This design comes from an exercise in tuning for small area and a short achievable clock period on the open sky130 flow, not from production work.
Where RTL was checked, it was by simulation tests only, not by an equivalence proof against the original.
For runs 1 and 2, only the layout was checked, not whether the RTL still works.
No activity file was given, so power comes from the tool's default toggle rates.

--- config.mk ---
export PLATFORM = sky130hd
export DESIGN_NAME = altfp_divider_33
export DESIGN_NICKNAME = altfp_divider_33
export VERILOG_FILES = /design/flow/design.v
export SDC_FILE = /design/flow/constraint.sdc
export NUM_CORES = 4
export LEC_CHECK = 0
export CAP_MARGIN = 20
export CORE_MARGIN = 2
export CORE_UTILIZATION = 60
export PLACE_DENSITY = 0.7
export SETUP_SLACK_MARGIN = 1.5
export SLEW_MARGIN = 20
export SYNTH_HIERARCHICAL = 1
--- constraint.sdc ---
create_clock -name core_clock -period 5.0 [get_ports {clock}]
set_input_delay 1.0000 -clock core_clock [delete_from_list [all_inputs] [get_ports {clock}]]
set_output_delay 1.0000 -clock core_clock [all_outputs]
set_load 0.01 [all_outputs]
--- design.v ---
module altfp_divider_33 (clk_en, clock, dataa, datab, result);
    input         clk_en;
    input         clock;
    input  [31:0] dataa;
    input  [31:0] datab;
    output [31:0] result;
    localparam NIT = 24;           
    localparam NDLY = 33 - 4 - NIT - 2;
    reg        s1_s;
    reg [7:0]  s1_ea, s1_eb;
    reg [22:0] s1_fa, s1_nfb;    
    always @(posedge clock) if (clk_en) begin
        s1_s  <= dataa[31] ^ datab[31];
        s1_ea <= dataa[30:23];
        s1_eb <= datab[30:23];
        s1_fa <= dataa[22:0];
        s1_nfb <= ~datab[22:0];
    end
    wire a_zero = (s1_ea == 8'd0);
    wire b_zero = (s1_eb == 8'd0);
    wire a_max  = (s1_ea == 8'hff);
    wire b_max  = (s1_eb == 8'hff);
    wire a_nan  = a_max & (s1_fa != 23'd0);
    wire b_nan  = b_max & (s1_nfb != {23{1'b1}});
    wire a_inf  = a_max & ~a_nan;
    wire b_inf  = b_max & ~b_nan;
    wire r_nan  = a_nan | b_nan | (a_zero & b_zero) | (a_inf & b_inf);
    wire r_big  = r_nan | a_inf | b_zero;           
    wire r_spec = r_big | a_zero | b_inf;           
    wire [24:0] cmp_d;
    wire cmp_c;
    div_sub25 u_cmp (.x({2'b01, s1_fa}), .nfb(s1_nfb), .d(cmp_d), .c(cmp_c));
    wire a_lt_b = ~cmp_c;
    reg        s2_s, s2_lt, s2_nan, s2_big, s2_spec;
    reg [9:0]  s2_e;
    reg [22:0] s2_fa;
    reg [22:0] s2_nfb;
    always @(posedge clock) if (clk_en) begin
        s2_s    <= s1_s;
        s2_lt   <= a_lt_b;
        s2_nan  <= r_nan;
        s2_big  <= r_big;
        s2_spec <= r_spec;
        s2_e    <= {2'b00, s1_ea} - {2'b00, s1_eb} + 10'd127;
        s2_fa   <= s1_fa;
        s2_nfb  <= s1_nfb;
    end
    wire [9:0]  e_n  = s2_e - {9'd0, s2_lt};
    wire ovf  = ~e_n[9] & (e_n[8] | (e_n[7:0] == 8'hff));
    wire unf  = e_n[9] | (e_n[8:0] == 9'd0);
    wire big  = s2_big | (~s2_spec & ovf);
    wire kill = s2_spec | ovf | unf;
    reg        s2b_s, s2b_kill, s2b_nan;
    reg [7:0]  s2b_e;
    reg [24:0] s2b_dvd;
    reg [22:0] s2b_nfb;
    always @(posedge clock) if (clk_en) begin
        s2b_s    <= s2_s;
        s2b_kill <= kill;
        s2b_nan  <= s2_nan;
        s2b_e    <= big ? 8'hff : (kill ? 8'h00 : e_n[7:0]);
        s2b_dvd  <= s2_lt ? {1'b1, s2_fa, 1'b0} : {1'b0, 1'b1, s2_fa};
        s2b_nfb  <= s2_nfb;
    end
    wire [24:0] r3;
    wire r3_c;
    div_sub25 u_first (.x(s2b_dvd), .nfb(s2b_nfb), .d(r3), .c(r3_c));
    reg        s3_s;
    reg [7:0]  s3_e;
    reg [22:0] s3_fb;       
    reg [23:0] s3_r;
    always @(posedge clock) if (clk_en) begin
        s3_s  <= s2b_s;
        s3_e  <= s2b_e;
        s3_fb <= s2b_kill ? {23{1'b1}} : s2b_nfb;
        s3_r  <= s2b_kill ? {1'b0, s2b_nan, 22'd0} : r3[23:0];
    end
    wire        it_s  [0:NIT];
    wire [7:0]  it_e  [0:NIT];
    wire [22:0] it_fb [0:NIT];      
    wire [23:0] it_r  [0:NIT];
    wire [NIT-1:0] it_q [0:NIT];
    assign it_s[0]  = s3_s;
    assign it_e[0]  = s3_e;
    assign it_fb[0] = s3_fb;
    assign it_r[0]  = s3_r;
    assign it_q[0]  = {NIT{1'b0}};
    genvar k;
    generate
        for (k = 0; k < NIT; k = k + 1) begin : g_it
            wire [24:0] t;
            wire q;
            div_sub25 u_sub (.x({it_r[k], 1'b0}), .nfb(it_fb[k]), .d(t), .c(q));
            reg        s;
            reg [7:0]  e;
            reg [22:0] fb;
            reg [23:0] r;
            reg [NIT-1:0] qq;
            always @(posedge clock) if (clk_en) begin
                s  <= it_s[k];
                e  <= it_e[k];
                fb <= it_fb[k];
                r  <= q ? t[23:0] : {it_r[k][22:0], 1'b0};
                qq <= {it_q[k][NIT-2:0], q};
            end
            assign it_s[k+1]  = s;
            assign it_e[k+1]  = e;
            assign it_fb[k+1] = fb;
            assign it_r[k+1]  = r;
            assign it_q[k+1]  = qq;
        end
    endgenerate
    reg        st_s, st_st;
    reg [7:0]  st_e;
    reg [23:0] st_q;
    always @(posedge clock) if (clk_en) begin
        st_s  <= it_s[NIT];
        st_e  <= it_e[NIT];
        st_q  <= it_q[NIT];
        st_st <= |it_r[NIT];
    end
    wire inc = st_q[0] & (st_st | st_q[1]);
    wire [22:0] frac = st_q[23:1] + {22'd0, inc};
    wire [31:0] rd [0:NDLY];
    reg  [31:0] rd0;
    always @(posedge clock) if (clk_en) rd0 <= {st_s, st_e, frac};
    assign rd[0] = rd0;
    generate
        for (k = 0; k < NDLY; k = k + 1) begin : g_dly
            reg [31:0] d;
            always @(posedge clock) if (clk_en) d <= rd[k];
            assign rd[k+1] = d;
        end
    endgenerate
    assign result = rd[NDLY];
endmodule
module div_sub25 (x, nfb, d, c);
    input  [24:0] x;
    input  [22:0] nfb;
    output [24:0] d;
    output        c;
    wire [24:0] nd = {2'b10, nfb};           
    wire [24:0] g = x & nd;
    wire [24:0] p = x ^ nd;
    wire [24:0] gl [0:5];
    wire [24:0] pl [0:5];
    assign gl[0] = {g[24:1], g[0] | p[0]};
    assign pl[0] = {p[24:1], 1'b0};
    genvar l, i;
    generate
        for (l = 0; l < 5; l = l + 1) begin : g_l
            for (i = 0; i < 25; i = i + 1) begin : g_b
                if (((i >> l) & 1) == 1) begin : g_m
                    localparam integer J = ((i >> l) << l) - 1;
                    localparam integer LO = (i >> (l + 1)) << (l + 1);
                    if (LO == 0) begin : g_g
                        div_gcell u (.gh(gl[l][i]), .ph(pl[l][i]), .gl(gl[l][J]), .g(gl[l+1][i]));
                        assign pl[l+1][i] = 1'b0;
                    end else begin : g_gp
                        div_gpcell u (.gh(gl[l][i]), .ph(pl[l][i]), .gl(gl[l][J]), .pl(pl[l][J]),
                                      .g(gl[l+1][i]), .p(pl[l+1][i]));
                    end
                end else begin : g_p
                    assign gl[l+1][i] = gl[l][i];
                    assign pl[l+1][i] = pl[l][i];
                end
            end
        end
    endgenerate
    wire [25:0] cy = {gl[5], 1'b1};
    assign d = p ^ cy[24:0];
    assign c = cy[25];
endmodule
module div_gcell (gh, ph, gl, g);
    input gh, ph, gl;
    output g;
    assign g = gh | (ph & gl);
endmodule
module div_gpcell (gh, ph, gl, pl, g, p);
    input gh, ph, gl, pl;
    output g, p;
    assign g = gh | (ph & gl);
    assign p = ph & pl;
endmodule
--- run.sh ---
#!/bin/bash
# synth_recipe.tcl (not shown) runs the flow's synth.tcl, then flattens the netlist and writes it again
# the make line also repeats each setting of config.mk as NAME=value (left out here)
make -C /OpenROAD-flow-scripts/flow DESIGN_CONFIG=/design/flow/config.mk WORK_HOME=/design/flow/orfs CLKGATE_MAP_FILE= SYNTH_SCRIPT=/design/flow/synth_recipe.tcl finish
==> summary.txt, run 1 <==
outcome=complete, no violations; Slew @ Worst Pin=0.924 ns; Setup TNS=0 ns; vias per inst=5.55; Multi-input gate area=36000 µm²; Die H=407 µm; IO Count=98; Top cell by count, worst path=a21o_1; Starting Density=60.6%; peak supply drop=0.000387 V; period utilization=66.0%; Max Root-Sink Buffers=3; CP max-delay cell=a21o_2; HPWL after DPL=110000 µm; Routed WL=159000 µm; crit path DAT=3.85 ns; row cnt=147; non-filler instance count after layout=9094; Area growth syn-to-layout=11.3%; clk slew on worst S/H paths=0.07 ns; Core ar.=161000 µm²; FILL cells=11000; Data required, critical path=5.55 ns; R2R setup slack=1.70 ns; CP Capture Type=flop; GPL Wtd Cong=0.814; htree depth=4; GRT Overall Usage=19.2%; Core Util, Final=67.4%; Hold WC Path Type=reg -> reg; Final #Nets=7426; die area=166000 µm²; Period minus WS final=3.30 ns; skew final=0.0437 ns; Critical Path, Cell by Cell=ha_1, and2_1, a21o_1, a21o_1, a21o_1, a21o_2, mux2_2; antenna violation net count after detailed routing=0; setup violators final=0; pin count of the biggest net entering global routing=148; global route overflow=0; die width=407 µm; Slew Limit Fails=0; CTS Sinks=2021; critical path class=reg -> reg; post-cts hold buffer count=0; RSZ-0062 raised after global routing=no; Worst setup SP type=flop; placed cells=8703; synthesized area=97500 µm²; global-route wire length before repair=262000 µm; Fin. Hold Viols=0; ratio of cells with drive above 1 in the final layout=14.2%; Leak=47.2 nW; worst skew pair latency=0.84 ns; Fmax=0.303 GHz; Max Cap Viol=0; number of global-route vias before repair=54000; Warnings, synthesis=8; Rel. slew slack=37.9%; total CTS buffers=204; Mapped Cells=6438; DR iter-0 viols=2514; PwrDens=594 nW/µm²; Root Driver=clkbuf_16; Reg area=60700 µm²; initial antenna violation count=5; Critical Path Max Stage Delay=0.59 ns; CTS tree=yes; critical path fanouts, max=25; Avg WL per Cell=17.4 µm; Avg Synthesized Cell Area=15.1 µm²; # port buffers=97; DRC=0; via count=50500; DRT Pass-1 Iters=5
[state kept, by name (all words and copies together), names as in the netlist, 10 cells and up]
signal   cells
s2b_nfb     23
g_it.e     192
s1_fa       23
rd0         32
s2b_dvd     24
g_dly.d     96
g_it.r     576
g_it.fb    529
s1_nfb      23
s2_fa       23
s3_fb       23
s2_e        10
st_q        24
g_it.qq    300
g_it.s      24
s3_r        24
s2_nfb      23
[power breakdown]
group	internal, mW	switching (mW)
Sequential	23.7	1.83
Combinational	12.5	11.2
Clock	8.83	6.44
Total	45.0	19.4
[area by class of cell]
type | instances | share of cell area, %
clock buffer | 239 | 4.82
sequential | 2021 | 55.9
multi-input combinational | 4189 | 33.2
antenna | 14 | 0.0323
inverter | 170 | 0.588
timing repair buffer | 163 | 1.56
clock inverter | 138 | 1.43
tap | 2160 | 2.49
[critical path: cells and delay by family (launching register included)]
kind	cells	cell delay (ns)
multiplexers	1	0.42
flip-flops	1	0.45
adder cells (fa/ha/maj)	1	0.36
AO/OA/AOI/OAI	4	1.61
AND/OR/NAND/NOR	1	0.14
[per-stage QoR]
stage | setup slack [ns] | power (mW) | instance area [µm²] | hold slack, ns
after floorplan | 2.13 | 44.3 | 97600 | 0.400
after global placement | 1.42 | 48.5 | 102000 | 0.401
after detailed placement | 1.33 | 49.5 | 102000 | 0.405
after CTS | 1.52 | 65.1 | 109000 | 0.397
after global routing | 1.52 | 68.6 | 109000 | 0.408
final | 1.70 | 64.5 | 109000 | 0.401
[placed cells by master, fill, tap and decap left out, drive strengths merged, types with 5 or more instances in the layout]
cell type and n:
and2 792, clkinvlp 9, nor3 5, mux2 575, nor4 20, xnor2 53, nand4 11, inv 176
clkdlybuf4s50 96, conb 53, edfxtp 2021, a21oi 5, ha 610, o21ai 12, a21o 1346, nand3 16
buf 67, nand2 19, diode 14, clkinv 98, clkbuf 239, nor2 23, or2 24, xor2 565
bufinv 25, nor2b 25
[metal layers]
| layer | vias to the layer above | part of all wire, % | wire length (µm) | GRT usage (%) |
|---|---|---|---|---|
| li1 | 24800 | - | - | - |
| met1 | 24800 | 38 | 60100 | 20.1 |
| met2 | 565 | 56 | 88500 | 37.3 |
| met3 | 318 | 2.5 | 3910 | 2.89 |
| met4 | 0 | 3.9 | 6120 | 8.68 |
| met5 | - | 0 | 0 | 0 |
[timing repair]
item | CTS | global route
setup buffers | 0 | 0
endpoints found under the setup margin | 347 | 14
cloned | 0 | 0
resized for setup | 17 | 1
[worst paths after layout]
path | from | end | cells after the start
min reg2reg | g_it[17].qq[6] | g_it[18].qq[7] | 0
max reg2reg | g_it[4].r[1] | g_it[5].r[1] | 7
min | g_it[17].qq[6] | g_it[18].qq[7] | 0
max | g_it[4].r[1] | g_it[5].r[1] | 7
==> inputs of run 2 (changes only) <==
--- a/config.mk
+++ b/config.mk
@@ -9,6 +9,6 @@
 export CORE_MARGIN = 2
 export CORE_UTILIZATION = 60
 export PLACE_DENSITY = 0.7
-export SETUP_SLACK_MARGIN = 1.5
+export SETUP_SLACK_MARGIN = 2.7
 export SLEW_MARGIN = 20
 export SYNTH_HIERARCHICAL = 1
==> summary.txt, run 2 <==
outcome=complete, no violations; CP Capture Type=flop; Avg Synthesized Cell Area=15.1 µm²; clk slew on worst S/H paths=0.06 ns; DR iter-0 viols=2515; Slew Limit Fails=0; Final #Nets=7809; critical path class=reg -> reg; most common library cell in the layout ignoring fill and taps=edfxtp_1; P_int=48.9 mW; Max Cap Viol=0; Root Driver=clkbuf_16; initial antenna violation count=3; # port buffers=97; antenna violation net count after detailed routing=0; die width=407 µm; Warnings, synthesis=8; Net Sw Power=22.3 mW; die area=166000 µm²; Rel. slew slack=28.0%; biggest regs=g_it.r (576), g_it.fb (529), g_it.qq (300); Clock Power Share=21.6%; period utilization=53.7%; Starting Density=60.6%; HPWL after DPL=109000 µm; ratio of cells with drive above 1 in the final layout=26.0%; peak supply drop=0.000472 V; most frequent cells in the layout=edfxtp_1 (2021), a21o_1 (1238), and2_1 (715); CTS tree=yes; critical path fanouts, max=3; Hold Slack=0.399 ns; pin count of the biggest net entering global routing=162; Avg WL per Cell=19.8 µm; Switching Fraction=31.3%; GPL Wtd Cong=0.823; Period minus WS final=2.69 ns; Leak=49.6 nW; DRT Pass-1 Iters=5; DR WL met2=108000 µm; Area growth syn-to-layout=19.7%; top layer in use=met4; Flop pwr share=36.7%; via count=53400; RSZ-0062 raised after global routing=yes; Hold WC Path Type=reg -> reg; GRT Overall Usage=22.1%; IO Count=98; crit path DAT=3.27 ns; total CTS buffers=207; Die H=407 µm; number of global-route vias before repair=57100; max reg flops=576; setup violators final=0; htree depth=4; Final Instance Area=117000 µm²; M1 WL=63200 µm; worst skew pair latency=0.85 ns; Reg with most FFs=g_it.r; row cnt=147; Fin. Hold Viols=0; Data required, critical path=5.59 ns; Comb power frac=41.7%; Core ar.=161000 µm²; Mapped Cells=6438; synthesized area=97500 µm²; global route overflow=0; Routed WL=188000 µm; PwrDens=610 nW/µm²; post-cts hold buffer count=0; placed instance area=102000 µm²; Setup TNS=0 ns; CTS Sinks=2021; met3 wire len=5140 µm; Fmax=0.372 GHz; global-route wire length before repair=292000 µm; Max Root-Sink Buffers=3; Core Util, Final=72.5%; vias per inst=5.64; skew final=0.0389 ns; Slew @ Worst Pin=1.08 ns; Worst setup SP type=flop; DRC=0
[run 2: area by class of cell]
cell class	count	area [µm²]
Inverter	170	638
Tap cell	2160	2700
Clock inverter	148	1570
Sequential cell	2021	60700
Antenna cell	7	17.5
Fill cell	10000	44200
Timing Repair Buffer	476	4330
Multi-Input combinational cell	4256	41500
Clock buffer	231	5270
[run 2: metrics by stage]
| step | cells | worst slack [ns] | power [mW] |
|---|---|---|---|
| final | 9469 | 2.31 | 71.2 |
| after global placement | 8704 | 1.38 | 48.4 |
| after detailed placement | 8704 | 1.29 | 49.4 |
| after floorplan | 6464 | 2.36 | 44.9 |
| after global routing | 9468 | 2.18 | 75.2 |
| after CTS | 9358 | 2.35 | 69.6 |
[run 2: what timing repair did]
item | 4_1_cts | 5_1_grt
pin swaps | 216 | 83
resized for setup | 619 | 242
gates cloned | 69 | 9
setup buffers | 206 | 95
endpoints found under the setup margin | 657 | 644
[run 2: worst paths after layout]
kind	startpoint	to	slack [ns]	depth (start not counted)
max	s1_ea[0]	s2_e[7]	2.31	10
min	g_it[0].qq	g_it[1].qq[1]	0.40	0
max reg2reg	s1_ea[0]	s2_e[7]	2.31	10
min reg2reg	g_it[0].qq	g_it[1].qq[1]	0.40	0
[run 2: power groups by stage]
| stage | logic, mW | registers, mW | clock network, mW |
|---|---|---|---|
| 3_5_place_dp | 23.5 | 25.9 | 0 |
| 4_1_cts | 28.0 | 25.9 | 15.8 |
| 2_1_floorplan | 19.8 | 25.1 | 0 |
| 6_report | 29.7 | 26.1 | 15.4 |
| 3_3_place_gp | 22.6 | 25.8 | 0 |
| 5_1_grt | 32.3 | 26.5 | 16.4 |
[run 2: worst max-delay path, cell delays in order, from the launching register on]
cell      delay [ns]
edfxtp_1        0.41
inv_1           0.08
ha_2            0.18
inv_2           0.05
fa_2            0.35
a211oi_2        0.27
nor2_2          0.10
xor2_2          0.16
or2_4           0.24
or4_4           0.42
xor2_1          0.16
[run 2: routing by layer]
layer	vias up	track usage (%)
li1	25700	-
met1	26300	20.7
met2	855	44.1
met3	531	3.23
met4	0	13.5
met5	-	0
==> inputs of run 3 (changes only) <==
--- a/design.v
+++ b/design.v
@@ -32,7 +32,7 @@
     div_sub25 u_cmp (.x({2'b01, s1_fa}), .nfb(s1_nfb), .d(cmp_d), .c(cmp_c));
     wire a_lt_b = ~cmp_c;
     reg        s2_s, s2_lt, s2_nan, s2_big, s2_spec;
-    reg [9:0]  s2_e;
+    reg [9:0]  s2_e;        
     reg [22:0] s2_fa;
     reg [22:0] s2_nfb;
     always @(posedge clock) if (clk_en) begin
@@ -41,11 +41,11 @@
         s2_nan  <= r_nan;
         s2_big  <= r_big;
         s2_spec <= r_spec;
-        s2_e    <= {2'b00, s1_ea} - {2'b00, s1_eb} + 10'd127;
+        s2_e    <= {2'b00, s1_ea} - {2'b00, s1_eb};
         s2_fa   <= s1_fa;
         s2_nfb  <= s1_nfb;
     end
-    wire [9:0]  e_n  = s2_e - {9'd0, s2_lt};
+    wire [9:0]  e_n  = s2_e + (s2_lt ? 10'd126 : 10'd127);
     wire ovf  = ~e_n[9] & (e_n[8] | (e_n[7:0] == 8'hff));
     wire unf  = e_n[9] | (e_n[8:0] == 9'd0);
     wire big  = s2_big | (~s2_spec & ovf);
==> summary.txt, run 3 <==
global-route wire length before repair=302000 µm; Data required, critical path=5.58 ns; placed instance area=101000 µm²; post-cts hold buffer count=0; Leak=50.1 nW; non-filler instance count after layout=9563; worst setup path start=g_it[18].r[8]; DRC=0; PwrDens=613 nW/µm²; Max Cap Viol=0; placement-stage worst setup slack=1.32 ns; Crit Reg-Reg Startpoint=g_it[18].r[8]; IO Count=98; R2R setup slack=2.37 ns; total CTS buffers=205; Hold WC Path Type=reg -> reg; DRT Pass-1 Iters=5; Routed WL=195000 µm; Final Instance Area=118000 µm²; Worst Path Buf+Inv=1; Critical Path, Cell by Cell=ha_1, a21o_1, a21o_1, a21o_1, a21o_4, a21o_1, buf_12, mux2_2; most frequent cells in the layout=edfxtp_1 (2020), a21o_1 (1246), and2_1 (706); biggest regs=g_it.r (576), g_it.fb (529), g_it.qq (300); peak supply drop=0.000458 V; worst skew pair latency=0.85 ns; CP Capture Type=flop; Final #Nets=7901; DR iter-0 viols=3060; CTS Sinks=2020; clk slew on worst S/H paths=0.06 ns; CTS tree=yes; GPL Wtd Cong=0.818; Avg Synthesized Cell Area=15.2 µm²; row cnt=147; RSZ-0062 raised after global routing=yes; ratio of cells with drive above 1 in the final layout=27.4%; Root Driver=clkbuf_16; reg2reg end=g_it[19].r[5]; critical path class=reg -> reg; HPWL after DPL=115000 µm; Critical Path Max Stage Delay=0.39 ns; Fin. Hold Viols=0; CP max-delay cell=edfxtp_1; Rel. slew slack=35.6%; crit path DAT=3.21 ns; Warnings, synthesis=8; setup violators final=0; Starting Density=60.5%; initial antenna violation count=2; Setup crit end=g_it[19].r[5]; vias per inst=5.67; Mapped Cells=6408; critical path fanouts, max=25; synthesized area=97200 µm²; Final WS setup=2.37 ns; Fmax=0.381 GHz; Register-to-Register Path Depth=8; outcome=complete, no violations; number of global-route vias before repair=55900; max reg flops=576; via count=54200; Avg WL per Cell=20.4 µm; pin count of the biggest net entering global routing=140; FILL cells=10200; skew final=0.0305 ns; GRT Overall Usage=23.2%; placed cells=8668; Crit path depth=8; most common library cell in the layout ignoring fill and taps=edfxtp_1; Setup TNS=0 ns; crit-path leading delay family=compound AO/OA/AOI/OAI gates; Reg with most FFs=g_it.r; antenna violation net count after detailed routing=0; # port buffers=97; Area growth syn-to-layout=21.2%; die width=407 µm; Period minus WS final=2.63 ns; Slew @ Worst Pin=0.965 ns; Top cell by count, worst path=a21o_1; global route overflow=0; Worst setup SP type=flop; htree depth=4; period utilization=52.5%; Core ar.=161000 µm²; die area=165000 µm²; Slew Limit Fails=0; Max Root-Sink Buffers=3; final total power=72.3 mW; Die H=407 µm; ant diodes=0
## run 3: cell types whose count changed in the layout (fill, tap and decap cells not counted), sizes merged, moves of 5 or more
cell    before   now
a21o      1413  1435
buf        405   511
bufinv      26    31
clkbuf     237   249
clkinv     107    93
diode        7     0
nand2       19    27
nand3       16    11
nor2        23    15
xor2       565   560
## run 3: stage by stage
stage / utilization (%) / hold slack (ns)
6_report: 73.3 / 0.395
5_1_grt: 73.3 / 0.417
4_1_cts: 71.5 / 0.407
3_5_place_dp: 63.1 / 0.405
3_3_place_gp: 63.1 / 0.400
2_1_floorplan: - / 0.400
## run 3: what timing repair did
action                                  CTS  global route
buffers inserted                        283           137
gates resized for setup                 663           237
pin swaps                               223           125
cloned                                   87             3
endpoints found under the setup margin  649           654
## run 3: worst min path at each step
stage | start | to | cells past startpoint
detailed placement | rd0[13] | g_dly[0].d[13] | 0
CTS | g_it[18].qq[0] | g_it[19].qq[1] | 0
global placement | g_dly[0].d[22] | g_dly[1].d[22] | 0
floorplan | rd0[0] | g_dly[0].d[0] | 0
global route | g_it[18].qq[0] | g_it[19].qq[1] | 0
finish | g_it[11].e[0] | g_it[12].e[0] | 0
## run 3: layer usage
layer / share of wire, % / wire length (µm) / vias to the layer above / track usage, %
met5: 0.0046 / 9 / - / 0
met4: 3.0 / 5950 / 2 / 8.07
met3: 3.2 / 6270 / 361 / 3.10
met2: 53 / 103000 / 881 / 42.5
met1: 41 / 79500 / 27100 / 28.1
li1: - / - / 25900 / -
## run 3: where the power goes
| part | internal, mW | switching (mW) | total, mW |
|---|---|---|---|
| registers | 23.8 | 2.71 | 26.5 |
| logic | 16.6 | 13.4 | 30.0 |
| clock network | 9.24 | 6.50 | 15.7 |
| total | 49.6 | 22.7 | 72.3 |
## run 3: cell type report
cell class	instances	area [µm²]	share of cell area (%)
Clock inverter	138	1670	1.41
Sequential cell	2020	60700	51.5
Tap cell	2160	2700	2.29
Multi-Input combinational cell	4249	41900	35.5
Clock buffer	247	5330	4.52
Timing Repair Buffer	578	4980	4.22
Inverter	171	647	0.549
==> inputs of run 4 (changes only) <==
--- a/config.mk
+++ b/config.mk
@@ -9,6 +9,6 @@
 export CORE_MARGIN = 2
 export CORE_UTILIZATION = 60
 export PLACE_DENSITY = 0.7
-export SETUP_SLACK_MARGIN = 2.7
+export SETUP_SLACK_MARGIN = 3.0
 export SLEW_MARGIN = 20
 export SYNTH_HIERARCHICAL = 1
==> summary.txt, run 4 <==
number of global-route vias before repair=55600; Reg with most FFs=g_it.r; Data required, critical path=5.55 ns; most common library cell in the layout ignoring fill and taps=edfxtp_1; outcome=complete, no violations; Fmax=0.384 GHz; Starting Density=60.5%; Worst setup SP type=flop; die width=407 µm; IO Count=98; DRC=0; row cnt=147; vias per inst=5.68; Max Cap Viol=0; crit path DAT=3.15 ns; setup violators final=0; skew final=0.0682 ns; DR iter-0 viols=3113; HPWL after DPL=113000 µm; Slew Limit Fails=0; Die H=407 µm; Avg Synthesized Cell Area=15.2 µm²; synthesized area=97200 µm²; ant diodes=0; die area=165000 µm²; Core ar.=161000 µm²; Routed WL=195000 µm; total CTS buffers=204; biggest regs=g_it.r (576), g_it.fb (529), g_it.qq (300); Rel. slew slack=35.6%; Period minus WS final=2.60 ns; most frequent cells in the layout=edfxtp_1 (2020), a21o_1 (1235), and2_1 (705); ratio of cells with drive above 1 in the final layout=26.6%; worst skew pair latency=0.85 ns; Fin. Hold Viols=0; global route overflow=0; CTS tree=yes; CP Capture Type=flop; GPL Wtd Cong=0.828; placed instance area=101000 µm²; peak supply drop=0.000410 V; Setup TNS=0 ns; Slew @ Worst Pin=0.966 ns; global-route wire length before repair=303000 µm; critical path class=reg -> reg; Max Root-Sink Buffers=3; via count=53900; Area growth syn-to-layout=20.1%; clk slew on worst S/H paths=0.06 ns; Final #Nets=7833; Leak=49.7 nW; Mapped Cells=6408; period utilization=52.1%; htree depth=4; non-filler instance count after layout=9491; Root Driver=clkbuf_16; pin count of the biggest net entering global routing=146; # port buffers=97; Warnings, synthesis=8; placed cells=8655; initial antenna violation count=0; GRT Overall Usage=23.3%; Hold WC Path Type=reg -> reg; DRT Pass-1 Iters=5; CTS Sinks=2020; Final Instance Area=117000 µm²; antenna violation net count after detailed routing=0; max reg flops=576; Avg WL per Cell=20.6 µm; RSZ-0062 raised after global routing=yes; critical path fanouts, max=13; FILL cells=10200; PwrDens=610 nW/µm²
==> run 4: where the power goes <==
group | leakage [nW] | switching, mW | internal, mW | total, mW
Combinational | 26.7 | 13.3 | 16.1 | 29.5
Sequential | 19.7 | 2.63 | 23.8 | 26.4
Clock | 3.29 | 6.54 | 8.83 | 15.4
==> run 4: through the flow <==
stage                     total power, mW  worst slack (ns)  util, %  hold slack, ns
after detailed placement             49.5              1.37     63.0           0.405
final                                71.3              2.40     72.6           0.382
after CTS                            70.0              2.42     71.1           0.376
after global routing                 75.3              2.32     72.6           0.393
after global placement               48.8              1.38     63.0           0.401
after floorplan                      45.0              2.36        -           0.400
==> run 4: layer usage <==
| metal | GRT usage [%] | up-vias | wire length, µm |
|---|---|---|---|
| met1 | 28.9 | 27000 | 81100 |
| met3 | 3.11 | 308 | 5910 |
| li1 | - | 25700 | - |
| met2 | 42.7 | 802 | 103000 |
| met5 | 0 | - | 0 |
| met4 | 6.67 | 0 | 4660 |
==> run 4: worst paths after layout <==
check	from	endpoint	slack [ns]	cells past startpoint
hold reg to reg	g_it[16].qq[15]	g_it[17].qq[16]	0.38	0
hold / removal	g_it[16].qq[15]	g_it[17].qq[16]	0.38	0
setup reg to reg	g_it[18].fb[1]	g_it[19].r[2]	2.40	8
setup / recovery	g_it[18].fb[1]	g_it[19].r[2]	2.40	8
==> run 4: what timing repair did <==
item,4_1_cts,5_1_grt
cloned,94,1
endpoints found under the setup margin,667,665
hold buffers,0,0
resized for setup,693,198
setup buffers,254,107
pin swaps,238,111
==> run 4: area by class of cell <==
class	count	area [µm²]	share of cell area [%]
repair buffers	504	4250	3.64
clock buffers	243	5270	4.52
multi-input cells	4256	41700	35.7
flip-flops and latches	2020	60700	51.9
clock inverters	137	1550	1.33
inverters	171	654	0.560
well taps	2160	2700	2.31
==> run 4: worst max-delay path, stage by stage, from the launching register on <==
cell      delay (ns)
edfxtp_1        0.39
ha_1            0.33
a21o_1          0.21
a21o_4          0.23
a21o_4          0.23
a21o_4          0.26
a21o_4          0.24
buf_12          0.15
mux2_2          0.28
==> inputs of run 5 (changes only) <==
--- a/config.mk
+++ b/config.mk
@@ -8,6 +8,7 @@
 export CAP_MARGIN = 20
 export CORE_MARGIN = 2
 export CORE_UTILIZATION = 60
+export CTS_BUF_LIST = sky130_fd_sc_hd__clkbuf_8
 export PLACE_DENSITY = 0.7
 export SETUP_SLACK_MARGIN = 3.0
 export SLEW_MARGIN = 20
==> summary.txt, run 5 <==
antenna violation net count after detailed routing=0; die area=165000 µm²; # port buffers=97; pin count of the biggest net entering global routing=146; Mapped Cells=6408; Avg WL per Cell=20.4 µm; peak supply drop=0.000388 V; Core Util, Final=72.5%; Worst setup SP type=flop; reg2reg end=g_it[20].r[23]; skew final=0.0758 ns; Die H=407 µm; number of global-route vias before repair=57000; Worst Path Buf+Inv=0; Setup crit end=g_it[20].r[23]; Hold WC Path Type=reg -> reg; global route overflow=0; crit-path leading delay family=compound AO/OA/AOI/OAI gates; Rel. slew slack=35.7%; crit path DAT=3.37 ns; DR iter-0 viols=3336; total CTS buffers=350; Critical Path, Cell by Cell=ha_4, a21o_1, a21o_4, a21o_4, a21o_4, a21o_1, xor2_1, mux2_4; M1 GR Usage=28.7%; row cnt=147; Data required, critical path=5.74 ns; Critical Path Max Stage Delay=0.44 ns; R2R setup slack=2.38 ns; DRT Pass-1 Iters=8; RSZ-0062 raised after global routing=yes; Slew @ Worst Pin=0.964 ns; CTS tree=yes; GPL Wtd Cong=0.828; Warnings, synthesis=8; Routed WL=199000 µm; ratio of cells with drive above 1 in the final layout=27.8%; GR Util met3=3.63%; most common library cell in the layout ignoring fill and taps=edfxtp_1; Starting Density=60.5%; Avg Synthesized Cell Area=15.2 µm²; setup violators final=0; met2 Usage GRT=43.1%; Crit Reg-Reg Startpoint=g_it[19].r[0]; Area growth syn-to-layout=19.8%; worst setup path start=g_it[19].r[0]; CP max-delay cell=edfxtp_1; critical path class=reg -> reg; die width=407 µm; Core ar.=161000 µm²; period utilization=52.5%; Reg with most FFs=g_it.r; initial antenna violation count=3; via count=55000; Leak=50.2 nW; Top cell by count, worst path=a21o_4; CTS Sinks=2020; Fmax=0.381 GHz; Max Cap Viol=0; final total power=69.9 mW; clk slew on worst S/H paths=0.06 ns; outcome=complete, no violations; placed cells=8655; IO Count=98; Setup TNS=0 ns; placed instance area=101000 µm²; DRC=0; worst skew pair latency=1.07 ns; Final Instance Area=117000 µm²; CP Capture Type=flop; Final #Nets=8022; gr busiest metal=met2; HPWL after DPL=113000 µm; synthesized area=97200 µm²; htree depth=5; GRT Overall Usage=23.8%; vias per inst=5.64; Fin. Hold Viols=0; most frequent cells in the layout=edfxtp_1 (2020), a21o_1 (1235), and2_1 (699); non-filler instance count after layout=9755; critical path fanouts, max=6; Crit path depth=8; post-cts hold buffer count=0; global-route wire length before repair=308000 µm; Register-to-Register Path Depth=8; PwrDens=600 nW/µm²; Slew Limit Fails=0; Root Driver=clkbuf_8; biggest regs=g_it.r (576), g_it.fb (529), g_it.qq (300); max reg flops=576; Max Root-Sink Buffers=4; Period minus WS final=2.62 ns
==> run 5: worst min path at each step <==
stage	from	to	slack, ns	cells after the start
after floorplan	rd0[0]	g_dly[0].d[0]	0.40	0
after global placement	g_dly[0].d[21]	g_dly[1].d[21]	0.40	0
after detailed placement	rd0[19]	g_dly[0].d[19]	0.40	0
after CTS	g_it[17].e[1]	g_it[18].e[1]	0.37	0
after global routing	g_it[17].e[1]	g_it[18].e[1]	0.37	0
final	g_it[17].e[1]	g_it[18].e[1]	0.37	0
==> run 5: per-layer routing <==
metal,vias to the layer above,routed length [µm]
met5,-,0
met4,0,6000
met3,421,6980
met2,978,104000
met1,27400,81500
li1,26200,-
==> run 5: cell type report <==
type / instances / area (µm²)
Sequential cell: 2020 / 60700
Clock inverter: 237 / 1230
Clock buffer: 358 / 4930
Timing Repair Buffer: 546 / 4630
Tap cell: 2160 / 2700
Fill cell: 10400 / 44200
Inverter: 171 / 654
Antenna cell: 6 / 15.0
Multi-Input combinational cell: 4257 / 41700
==> run 5: worst reg2reg max path, stage by stage, from the launching register on <==
cell,delay (ns)
edfxtp_1,0.44
ha_4,0.27
a21o_1,0.19
a21o_4,0.23
a21o_4,0.26
a21o_4,0.28
a21o_1,0.21
xor2_1,0.16
mux2_4,0.26
==> run 5: power by group <==
group          leakage, nW  internal, mW  total [mW]  switching [mW]
Sequential            19.7          23.8        26.4            2.62
Combinational         27.0          16.4        29.9            13.5
Clock                 3.52          7.11        13.6            6.44
==> run 5: stage by stage <==
stage	setup WS, ns	hold WS, ns
2_1_floorplan	2.36	0.400
3_3_place_gp	1.38	0.401
5_1_grt	2.31	0.369
3_5_place_dp	1.37	0.405
4_1_cts	2.30	0.367
6_report	2.38	0.369
==> run 5: repair_timing <==
item,in CTS,in global routing
buffers inserted,271,131
pin swaps,259,101
cloned,97,0
gates resized for setup,717,202
endpoints found under the hold margin,0,0
setup endpoints to repair,667,663
==> inputs of run 6 (changes only) <==
--- a/config.mk
+++ b/config.mk
@@ -7,9 +7,8 @@
 export LEC_CHECK = 0
 export CAP_MARGIN = 20
 export CORE_MARGIN = 2
-export CORE_UTILIZATION = 60
-export CTS_BUF_LIST = sky130_fd_sc_hd__clkbuf_8
-export PLACE_DENSITY = 0.7
+export CORE_UTILIZATION = 70
+export PLACE_DENSITY = 0.8
 export SETUP_SLACK_MARGIN = 3.0
 export SLEW_MARGIN = 20
 export SYNTH_HIERARCHICAL = 1
==> summary.txt, run 6 <==
RSZ-0062 raised after global routing=yes; Fin. Hold Viols=0; Slew @ Worst Pin=0.996 ns; global-route wire length before repair=324000 µm; GPL Wtd Cong=0.836; Hold WC Path Type=reg -> reg; Warnings, synthesis=8; crit path DAT=3.29 ns; Setup TNS=0 ns; Crit Reg-Reg Startpoint=g_it[14].fb[0]; Core Util, Final=85.0%; synthesized area=97200 µm²; Final #Nets=7872; global route overflow=0; placed cells=8297; CTS Sinks=2020; Rel. slew slack=33.6%; most common library cell in the layout ignoring fill and taps=edfxtp_1; GRT Overall Usage=29.5%; htree depth=4; biggest regs=g_it.r (576), g_it.fb (529), g_it.qq (300); Routed WL=229000 µm; Avg WL per Cell=25.0 µm; hold path start=rd0[1]; period utilization=54.9%; die area=142000 µm²; Hold Slack=0.392 ns; antenna violation net count after detailed routing=0; critical path class=reg -> reg; Avg Synthesized Cell Area=15.2 µm²; critical path fanouts, max=7; Root Driver=clkbuf_16; # port buffers=97; setup violators final=0; Period minus WS final=2.74 ns; clk slew on worst S/H paths=0.10 ns; worst setup path start=g_it[14].fb[0]; Die H=377 µm; ratio of cells with drive above 1 in the final layout=27.4%; DRT Pass-1 Iters=6; Worst setup SP type=flop; max reg flops=576; pin count of the biggest net entering global routing=134; Mapped Cells=6408; via count=57000; non-filler instance count after layout=9152; vias per inst=6.23; Leak=50.0 nW; initial antenna violation count=2; CTS tree=yes; Max Root-Sink Buffers=3; Starting Density=70.6%; Core ar.=138000 µm²; die width=377 µm; CP Capture Type=flop; most frequent cells in the layout=edfxtp_1 (2020), a21o_1 (1235), and2_1 (689); DR iter-0 viols=4369; Data required, critical path=5.55 ns; Fmax=0.365 GHz; IO Count=98; total CTS buffers=196; Max Cap Viol=0; Reg with most FFs=g_it.r; DRC=0; skew final=0.0735 ns; HPWL after DPL=114000 µm; peak supply drop=0.000453 V; PwrDens=627 nW/µm²; row cnt=136; Area growth syn-to-layout=20.4%; FILL cells=6185; outcome=complete, no violations; worst skew pair latency=0.87 ns; final total power=73.4 mW; Slew Limit Fails=0; number of global-route vias before repair=58600
## run 6: metal layers
layer / vias up / GRT usage, % / share of wire, %
met4: 2 / 14.3 / 5.9
met1: 28600 / 32.7 / 36
met5: - / 0 / 0.0044
met3: 689 / 4.21 / 4.5
met2: 1858 / 55.2 / 54
li1: 25800 / - / -
## run 6: what timing repair did
item	CTS	global route
resized for setup	701	284
endpoints found under the setup margin	669	672
hold buffers	0	0
cloned	95	2
setup buffers	232	166
pin swaps	248	155
## run 6: stage by stage
stage | worst slack [ns] | area [µm²]
after floorplan | 2.36 | 98100
after global placement | 1.39 | 101000
after detailed placement | 1.31 | 101000
after CTS | 2.42 | 114000
after global routing | 2.24 | 117000
final | 2.26 | 117000
## run 6: path summary, 6_finish.rpt
| check | cells after the start | slack, ns | to |
|---|---|---|---|
| worst min register to register | 0 | 0.39 | g_dly[0].d[1] |
| worst max-delay path | 10 | 2.26 | g_it[15].r[23] |
| worst max register to register | 10 | 2.26 | g_it[15].r[23] |
| worst min-delay path | 0 | 0.39 | g_dly[0].d[1] |
## run 6: report_power, final
part | switching [mW] | total, mW | internal [mW]
clock network | 6.64 | 15.5 | 8.83
logic | 14.9 | 31.5 | 16.6
registers | 2.71 | 26.5 | 23.8
total | 24.3 | 73.4 | 49.2
## run 6: final cells by class
| type | count | area (µm²) | area share (%) |
|---|---|---|---|
| tap | 1794 | 2240 | 1.92 |
| multi-input combinational | 4259 | 42100 | 36.0 |
| clock inverter | 124 | 1650 | 1.41 |
| clock buffer | 235 | 5050 | 4.32 |
| sequential | 2020 | 60700 | 51.8 |
| timing repair buffer | 548 | 4680 | 4.00 |
| inverter | 171 | 654 | 0.559 |
| antenna | 1 | 2.50 | 0.00214 |
## run 6: critical path, cell delays in order, from the launching register on
cell and delay (ns):
edfxtp_1 0.46, inv_2 0.15, ha_4 0.17, inv_1 0.06
a21o_1 0.18, a21o_1 0.20, a21o_4 0.27, a21o_4 0.29
a21o_1 0.21, xor2_1 0.17, mux2_4 0.28
==> inputs of run 7 (changes only) <==
--- a/design.v
+++ b/design.v
@@ -5,17 +5,12 @@
     input  [31:0] datab;
     output [31:0] result;
     localparam NIT = 24;           
-    localparam NDLY = 33 - 4 - NIT - 2;
-    reg        s1_s;
-    reg [7:0]  s1_ea, s1_eb;
-    reg [22:0] s1_fa, s1_nfb;    
-    always @(posedge clock) if (clk_en) begin
-        s1_s  <= dataa[31] ^ datab[31];
-        s1_ea <= dataa[30:23];
-        s1_eb <= datab[30:23];
-        s1_fa <= dataa[22:0];
-        s1_nfb <= ~datab[22:0];
-    end
+    localparam NDLY = 33 - 3 - NIT - 2;
+    wire        s1_s   = dataa[31] ^ datab[31];
+    wire [7:0]  s1_ea  = dataa[30:23];
+    wire [7:0]  s1_eb  = datab[30:23];
+    wire [22:0] s1_fa  = dataa[22:0];
+    wire [22:0] s1_nfb = ~datab[22:0];    
     wire a_zero = (s1_ea == 8'd0);
     wire b_zero = (s1_eb == 8'd0);
     wire a_max  = (s1_ea == 8'hff);
--- a/config.mk
+++ b/config.mk
@@ -7,8 +7,8 @@
 export LEC_CHECK = 0
 export CAP_MARGIN = 20
 export CORE_MARGIN = 2
-export CORE_UTILIZATION = 70
-export PLACE_DENSITY = 0.8
-export SETUP_SLACK_MARGIN = 3.0
+export CORE_UTILIZATION = 60
+export PLACE_DENSITY = 0.7
+export SETUP_SLACK_MARGIN = 3.5
 export SLEW_MARGIN = 20
 export SYNTH_HIERARCHICAL = 1
==> summary.txt, run 7 <==
CTS tree=yes; hold path depth=0; Slew @ Worst Pin=0.548 ns; antenna violation net count after detailed routing=0; DR iter-0 viols=3004; pin count of the biggest net entering global routing=160; Reg with most FFs=g_it.r; die width=405 µm; placed cells=8567; biggest regs=g_it.r (576), g_it.fb (529), g_it.qq (300); crit path DAT=3.18 ns; outcome=complete, no violations; die area=164000 µm²; global-route wire length before repair=310000 µm; Avg Synthesized Cell Area=15.1 µm²; Top cell by count, worst path=a21o_4; hold path start=g_it[2].qq[0]; IO Count=98; row cnt=147; most frequent cells in the layout=edfxtp_1 (1989), a21o_1 (1247), and2_1 (688); Max Root-Sink Buffers=3; Warnings, synthesis=8; Max Cap Viol=0; Starting Density=60.3%; most common library cell in the layout ignoring fill and taps=edfxtp_1; Final #Nets=7963; WHS Endpoint=g_it[3].qq[1]; Slew Limit Fails=0; Hold WC Path Type=reg -> reg; setup violators final=0; R2R setup slack=2.37 ns; Worst setup SP type=flop; Period minus WS final=2.63 ns; Data required, critical path=5.56 ns; PwrDens=603 nW/µm²; GPL Wtd Cong=0.802; Area growth syn-to-layout=23.2%; CTS Sinks=1989; Critical Path Max Stage Delay=0.48 ns; Critical Path, Cell by Cell=inv_1, ha_2, inv_2, a21o_1, a21o_1, a21o_4, a21o_4, a21o_4, clkbuf_16, mux2_2; critical path class=reg -> reg; synthesized area=96400 µm²; Reg area=59700 µm²; CP Capture Type=flop; non-filler instance count after layout=9544; skew final=0.0582 ns; vias per inst=5.70; ratio of cells with drive above 1 in the final layout=31.1%; clk slew on worst S/H paths=0.06 ns; Leak=50.6 nW; global route overflow=0; period utilization=52.5%; max reg flops=576; peak supply drop=0.000442 V; critical path fanouts, max=6; Fmax=0.381 GHz; CP max-delay cell=edfxtp_1; Crit Reg-Reg Startpoint=g_it[8].fb[0]; Routed WL=201000 µm; via count=54400; htree depth=4; Rel. slew slack=63.1%; Mapped Cells=6393; worst skew pair latency=0.85 ns; Fin. Hold Viols=0; Multi-input gate area=43200 µm²; DRT Pass-1 Iters=5; Root Driver=clkbuf_16; initial antenna violation count=1; FILL cells=9651; RSZ-0062 raised after global routing=yes; post-cts hold buffer count=0; Die H=405 µm; Avg WL per Cell=21.1 µm; reg2reg end=g_it[9].r[21]; number of global-route vias before repair=56900; HPWL after DPL=111000 µm; GRT Overall Usage=24.1%; # port buffers=97; final total power=71.7 mW; Setup TNS=0 ns; Register-to-Register Path Depth=10; worst setup path start=g_it[8].fb[0]; Core ar.=160000 µm²; DRC=0; total CTS buffers=202
[run 7: worst max-delay path by stage]
stage / end / slack, ns / cells past startpoint
floorplan: g_it[0].r[10] / 2.36 / 9
global placement: g_it[16].r[1] / 1.51 / 7
detailed placement: g_it[8].r[11] / 1.43 / 7
CTS: g_it[9].r[18] / 2.41 / 10
global route: g_it[9].r[21] / 2.33 / 10
finish: g_it[9].r[21] / 2.37 / 10
[run 7: timing repair]
action,in CTS,in global routing
gates cloned,103,7
pin swaps,320,118
setup endpoints to repair,2203,924
resized for setup,1048,278
buffers inserted,365,127
[run 7: final cells by class]
cell class | instances | area share, %
Sequential cell | 1989 | 50.3
Multi-Input combinational cell | 4261 | 36.4
Timing Repair Buffer | 660 | 5.07
Clock buffer | 245 | 4.39
Tap cell | 2086 | 2.20
Clock inverter | 129 | 1.12
Inverter | 173 | 0.599
Antenna cell | 1 | 0.00211
[run 7: per-stage QoR]
stage          util (%)  cell area, µm²  worst slack (ns)  hold slack (ns)
3_5_place_dp       63.0          101000              1.43            0.405
4_1_cts            72.3          116000              2.41            0.326
5_1_grt            74.3          119000              2.33            0.342
3_3_place_gp       63.0          101000              1.51            0.400
6_report           74.3          119000              2.37            0.370
2_1_floorplan         -           97800              2.36            0.400
[run 7: metal layers]
metal | global-route usage [%] | wire (µm) | vias up
met4 | 9.11 | 8070 | 0
met1 | 27.9 | 79000 | 27200
met2 | 45.1 | 108000 | 831
met5 | 0 | 0 | -
li1 | - | - | 26000
met3 | 3.17 | 6000 | 371
[run 7: worst max-delay path, delay by kind of cell, from the launching register on]
family                   cells  cell delay [ns]
multiplexers                 1             0.27
adder cells (fa/ha/maj)      1             0.19
AO/OA/AOI/OAI                5             1.08
flip-flops                   1             0.48
buffers and inverters        3             0.32
[run 7: power by group]
group          internal, mW  total, mW  switching [mW]
sequential             23.4       26.1            2.69
clock                  8.45       14.8            6.38
combinational          17.1       30.7            13.6
total                  48.9       71.7            22.7
==> inputs of run 8 (changes only) <==
--- a/config.mk
+++ b/config.mk
@@ -9,6 +9,6 @@
 export CORE_MARGIN = 2
 export CORE_UTILIZATION = 60
 export PLACE_DENSITY = 0.7
-export SETUP_SLACK_MARGIN = 3.5
+export SETUP_SLACK_MARGIN = 3.0
 export SLEW_MARGIN = 20
 export SYNTH_HIERARCHICAL = 1
==> summary.txt, run 8 <==
outcome=complete, no violations; Core Util, Final=73.4%; Area growth syn-to-layout=21.8%; die width=405 µm; Crit Reg-Reg Startpoint=g_it[13].r[0]; reg2reg end=g_it[14].r[20]; global-route wire length before repair=302000 µm; Die H=405 µm; Hold Slack=0.399 ns; HPWL after DPL=113000 µm; GRT Overall Usage=23.6%; biggest regs=g_it.r (576), g_it.fb (529), g_it.qq (300); Core ar.=160000 µm²; Period minus WS final=2.57 ns; CP max-delay cell=edfxtp_1; hold path start=s2b_e[2]; worst skew pair latency=0.87 ns; via count=54000; clk slew on worst S/H paths=0.06 ns; Hold WC Path Type=reg -> reg; IO Count=98; Final WS setup=2.43 ns; total CTS buffers=203; # port buffers=97; Root Driver=clkbuf_16; ant diodes=0; period utilization=51.3%; Worst setup SP type=flop; Reg area=59700 µm²; Starting Density=60.3%; critical path fanouts, max=7; hold path depth=0; Critical Path, Cell by Cell=ha_4, a21o_1, a21o_4, a21o_4, a21o_4, a21o_4, buf_6, mux2_4; peak supply drop=0.000493 V; most common library cell in the layout ignoring fill and taps=edfxtp_1; Mapped Cells=6393; pin count of the biggest net entering global routing=159; placement-stage worst setup slack=1.40 ns; global route overflow=0; DRT Pass-1 Iters=7; Leak=50.0 nW; initial antenna violation count=0; die area=164000 µm²; CTS Sinks=1989; synthesized area=96400 µm²; non-filler instance count after layout=9447; Data required, critical path=5.59 ns; RSZ-0062 raised after global routing=yes; placed cells=8557; DR iter-0 viols=3105; number of global-route vias before repair=55900; Reg with most FFs=g_it.r; Warnings, synthesis=8; Slew Limit Fails=0; Slew @ Worst Pin=0.901 ns; max reg flops=576; Max Cap Viol=0; PwrDens=611 nW/µm²; GPL Wtd Cong=0.838; R2R setup slack=2.43 ns; Critical Path Max Stage Delay=0.44 ns; Max Root-Sink Buffers=3; critical path class=reg -> reg; setup violators final=0; skew final=0.0414 ns; Register-to-Register Path Depth=8; Final #Nets=7866; WHS Endpoint=s3_e[2]; CP Capture Type=flop; Avg WL per Cell=20.7 µm; Setup TNS=0 ns; Top cell by count, worst path=a21o_4; vias per inst=5.71; most frequent cells in the layout=edfxtp_1 (1989), a21o_1 (1244), and2_1 (706); Rel. slew slack=39.9%; ratio of cells with drive above 1 in the final layout=28.4%; htree depth=4; row cnt=147; antenna violation net count after detailed routing=0; DRC=0; Fmax=0.390 GHz; Fin. Hold Viols=0; Avg Synthesized Cell Area=15.1 µm²; crit path DAT=3.16 ns; post-cts hold buffer count=0; FILL cells=9878; Routed WL=196000 µm; Multi-input gate area=42500 µm²; CTS tree=yes
-- run 8: final cells by class --
type | count | share of cell area (%)
inverters | 173 | 0.604
repair buffers | 565 | 4.19
clock buffers | 237 | 4.47
well taps | 2086 | 2.22
flip-flops and latches | 1989 | 50.9
clock inverters | 139 | 1.45
multi-input cells | 4258 | 36.2
-- run 8: report_power, final --
group          internal [mW]  switching (mW)
Sequential              23.4            2.65
Combinational           16.6            13.5
Clock                   9.04            6.54
-- run 8: worst max-delay path: cells and delay by family (launching register included) --
family | cells | cell delay [ns]
AOI/OAI and AO/OA | 5 | 1.15
adders and majority gates | 1 | 0.27
buffers and inverters | 1 | 0.14
DFF | 1 | 0.44
muxes | 1 | 0.30
-- run 8: timing repair --
item,CTS,global route
pin swaps,240,116
cloned,88,1
endpoints found under the setup margin,671,665
resized for setup,711,239
buffers inserted,291,134
-- run 8: worst max path at each step --
stage | start | to | depth (start not counted)
global route | g_it[8].fb[0] | g_it[9].r[4] | 10
floorplan | s3_r[0] | g_it[0].r[10] | 9
global placement | g_it[5].fb[1] | g_it[6].r[17] | 7
finish | g_it[13].r[0] | g_it[14].r[20] | 8
CTS | g_it[13].fb[1] | g_it[14].r[22] | 8
detailed placement | g_it[7].fb[1] | g_it[8].r[2] | 7
-- run 8: metrics by stage --
stage	total power [mW]	area (µm²)
final	71.7	117000
after floorplan	44.6	97700
after CTS	70.2	115000
after detailed placement	49.1	101000
after global routing	75.8	117000
after global placement	48.4	101000
-- run 8: routing by layer --
metal  up-vias  wire [µm]  global-route usage (%)  share of wire (%)
met1     27000      76900                    27.2                 39
met5         -          0                       0                  0
met4         0       7040                    9.01                3.6
li1      25800          -                       -                  -
met2       839     106000                    44.2                 54
met3       337       6040                    3.09                3.1
==> inputs of run 9 (changes only) <==
--- a/design.v
+++ b/design.v
@@ -135,15 +135,26 @@
     output [24:0] d;
     output        c;
     wire [24:0] nd = {2'b10, nfb};           
-    wire [24:0] g = x & nd;
-    wire [24:0] p = x ^ nd;
-    wire [24:0] gl [0:5];
-    wire [24:0] pl [0:5];
-    assign gl[0] = {g[24:1], g[0] | p[0]};
-    assign pl[0] = {p[24:1], 1'b0};
+    wire [24:0] p = x ^ nd;                  
+    wire [24:0] gl [1:5];
+    wire [24:0] pl [1:5];
     genvar l, i;
     generate
-        for (l = 0; l < 5; l = l + 1) begin : g_l
+        for (i = 0; i < 25; i = i + 1) begin : g_b0
+            if (i == 0) begin : g_c
+                div_l0c u (.x0(x[0]), .n0(nd[0]), .g(gl[1][0]));
+                assign pl[1][0] = 1'b0;
+            end else if (i == 1) begin : g_g
+                div_l0g u (.x1(x[1]), .n1(nd[1]), .x0(x[0]), .n0(nd[0]), .g(gl[1][1]));
+                assign pl[1][1] = 1'b0;
+            end else if ((i & 1) == 1) begin : g_gp
+                div_l0gp u (.x1(x[i]), .n1(nd[i]), .x0(x[i-1]), .n0(nd[i-1]),
+                            .g(gl[1][i]), .p(pl[1][i]));
+            end else begin : g_e
+                div_l0e u (.x(x[i]), .n(nd[i]), .g(gl[1][i]), .p(pl[1][i]));
+            end
+        end
+        for (l = 1; l < 5; l = l + 1) begin : g_l
             for (i = 0; i < 25; i = i + 1) begin : g_b
                 if (((i >> l) & 1) == 1) begin : g_m
                     localparam integer J = ((i >> l) << l) - 1;
@@ -166,6 +177,28 @@
     assign d = p ^ cy[24:0];
     assign c = cy[25];
 endmodule
+module div_l0c (x0, n0, g);
+    input x0, n0;
+    output g;
+    assign g = x0 | n0;
+endmodule
+module div_l0g (x1, n1, x0, n0, g);
+    input x1, n1, x0, n0;
+    output g;
+    assign g = (x1 & n1) | ((x1 | n1) & (x0 | n0));
+endmodule
+module div_l0gp (x1, n1, x0, n0, g, p);
+    input x1, n1, x0, n0;
+    output g, p;
+    assign g = (x1 & n1) | ((x1 | n1) & x0 & n0);
+    assign p = (x1 | n1) & (x0 | n0);
+endmodule
+module div_l0e (x, n, g, p);
+    input x, n;
+    output g, p;
+    assign g = x & n;
+    assign p = x | n;
+endmodule
 module div_gcell (gh, ph, gl, g);
     input gh, ph, gl;
     output g;
==> summary.txt, run 9 <==
CP Capture Type=flop; Slew Limit Fails=0; htree depth=4; CTS tree=yes; DR iter-0 viols=3594; IO Count=98; initial antenna violation count=0; Hold WC Path Type=reg -> reg; synthesized area=105000 µm²; Reg with most FFs=g_it.r; crit path DAT=3.25 ns; Register-to-Register Path Depth=8; global-route wire length before repair=321000 µm; hold path depth=0; Avg Synthesized Cell Area=15.0 µm²; Area growth syn-to-layout=17.2%; most common library cell in the layout ignoring fill and taps=edfxtp_1; peak supply drop=0.000434 V; setup violators final=0; Core ar.=174000 µm²; skew final=0.0464 ns; Setup TNS=0 ns; Critical Path, Cell by Cell=o21ai_0, nand2_1, a21o_4, a21o_4, a21o_4, a21o_4, buf_12, mux2_4; CP max-delay cell=edfxtp_1; Routed WL=203000 µm; # port buffers=97; Fin. Hold Viols=0; Crit Reg-Reg Startpoint=g_it[16].fb[0]; worst setup path start=g_it[16].fb[0]; total CTS buffers=204; reg2reg end=g_it[17].r[7]; outcome=complete, no violations; GPL Wtd Cong=0.788; Die H=422 µm; Worst Path Buf+Inv=1; max reg flops=576; biggest regs=g_it.r (576), g_it.fb (529), g_it.qq (300); WHS Endpoint=g_it[7].e[1]; Avg WL per Cell=19.5 µm; Slew @ Worst Pin=0.929 ns; clk slew on worst S/H paths=0.06 ns; ant diodes=0; Worst setup SP type=flop; pin count of the biggest net entering global routing=175; R2R setup slack=2.35 ns; post-cts hold buffer count=0; HPWL after DPL=113000 µm; global route overflow=0; period utilization=53.1%; non-filler instance count after layout=10400; Max Root-Sink Buffers=3; Leak=51.0 nW; worst skew pair latency=0.85 ns; Data required, critical path=5.60 ns; Root Driver=clkbuf_16; DRC=0; via count=60100; Hold Slack=0.377 ns; Period minus WS final=2.65 ns; placed cells=9504; Final #Nets=7987; Fmax=0.377 GHz; Starting Density=60.3%; vias per inst=5.77; critical path class=reg -> reg; die width=422 µm; DRT Pass-1 Iters=5; Rel. slew slack=38.1%; Mapped Cells=6972; most frequent cells in the layout=edfxtp_1 (1989), a21o_1 (946), xor3_1 (550); GRT Overall Usage=22.4%; Top cell by count, worst path=a21o_4; PwrDens=624 nW/µm²; die area=178000 µm²; hold path start=g_it[6].e[1]; Max Cap Viol=0; Warnings, synthesis=8; critical path fanouts, max=13; ratio of cells with drive above 1 in the final layout=28.6%; CTS Sinks=1989; RSZ-0062 raised after global routing=yes; crit-path leading delay family=compound AO/OA/AOI/OAI gates; antenna violation net count after detailed routing=0; number of global-route vias before repair=60400; row cnt=153; Critical Path Max Stage Delay=0.44 ns
-- run 9: changes by cell type in the layout (fill, tap and decap cells not counted), sizes merged, moves of 319 or more --
cell and change:
or2 +324, xor2 -523, ha -598, a21o -319, xor3 +550
-- run 9: how the worst max path moves through the flow --
| stage | endpoint | slack, ns | cells past startpoint |
|---|---|---|---|
| 5_1_grt | g_it[17].r[7] | 2.33 | 8 |
| 2_1_floorplan | g_it[16].r[10] | 2.52 | 9 |
| 4_1_cts | g_it[14].r[15] | 2.40 | 8 |
| 3_3_place_gp | g_it[13].r[2] | 1.62 | 7 |
| 6_report | g_it[17].r[7] | 2.35 | 8 |
| 3_5_place_dp | g_it[7].r[4] | 1.60 | 7 |
-- run 9: area by class of cell --
class	count	area [µm²]
fillers	11500	51000
multi-input cells	5078	47700
clock inverters	146	1450
clock buffers	238	5230
repair buffers	592	5610
inverters	44	190
well taps	2325	2910
flip-flops and latches	1989	59700
-- run 9: where the power goes --
group	internal, mW	switching (mW)
Combinational	20.7	13.1
Sequential	23.6	4.10
Clock	8.54	6.55
Total	52.9	23.8
-- run 9: repair_timing --
item,in CTS,in global routing
buffers inserted,267,173
setup endpoints to repair,677,667
cloned,82,2
pin swaps,224,181
resized for setup,513,162
-- run 9: through the flow --
stage	worst slack, ns	area, µm²	total power, mW	utilization (%)
3_3_place_gp	1.62	110000	54.0	63.1
2_1_floorplan	2.52	106000	50.1	-
4_1_cts	2.40	121000	75.6	69.5
6_report	2.35	123000	76.7	70.7
5_1_grt	2.33	123000	80.6	70.7
3_5_place_dp	1.60	110000	54.8	63.1
-- run 9: metal layers --
metal | vias to the layer above | global-route usage (%) | wire [µm]
li1 | 28900 | - | -
met1 | 29700 | 24.7 | 76900
met2 | 1064 | 42.4 | 109000
met3 | 497 | 2.93 | 6250
met4 | 0 | 10.7 | 10900
met5 | - | 0 | 0

-- re-timing with driven ports --
Ports are ideal in the flow. The routed layouts listed here were re-timed in OpenROAD.
Step 1 sets driving cells, clkbuf_16 on the clock port and buf_2 on the other inputs (assumed; they add their load-dependent delay and slew).
Step 2 also shifts input and output timing later by t, the mid clock arrival at the registers, as if the neighbouring blocks saw the same clock.
Slacks: no drivers / after step 1 / after step 2; pairs: no drivers / after step 1.
| run | t, ns | setup slack, ns | pins driven straight from the clock port |
|---|---|---|---|
| run 1 | 0.899 | 1.701 / 1.701 / 1.701 | 1 |
| run 2 | 0.915 | 2.314 / 2.314 / 2.063 | 1 |
| run 3 | 0.922 | 2.374 / 2.374 / 2.097 | 1 |
| run 4 | 0.900 | 2.397 / 2.397 / 2.128 | 1 |
| run 5 | 1.115 | 2.376 / 2.347 / 2.082 | 1 |
| run 6 | 0.917 | 2.257 / 2.257 / 2.102 | 1 |
| run 7 | 0.894 | 2.373 / 2.373 / 2.312 | 1 |
| run 8 | 0.924 | 2.434 / 2.434 / 2.134 | 1 |
| run 9 | 0.916 | 2.347 / 2.347 / 2.091 | 1 |
After both steps every run listed still meets setup and hold. For run 8, which loses most, drivers alone change the setup slack by 0.000 ns; drivers and shift together by -0.300 ns.
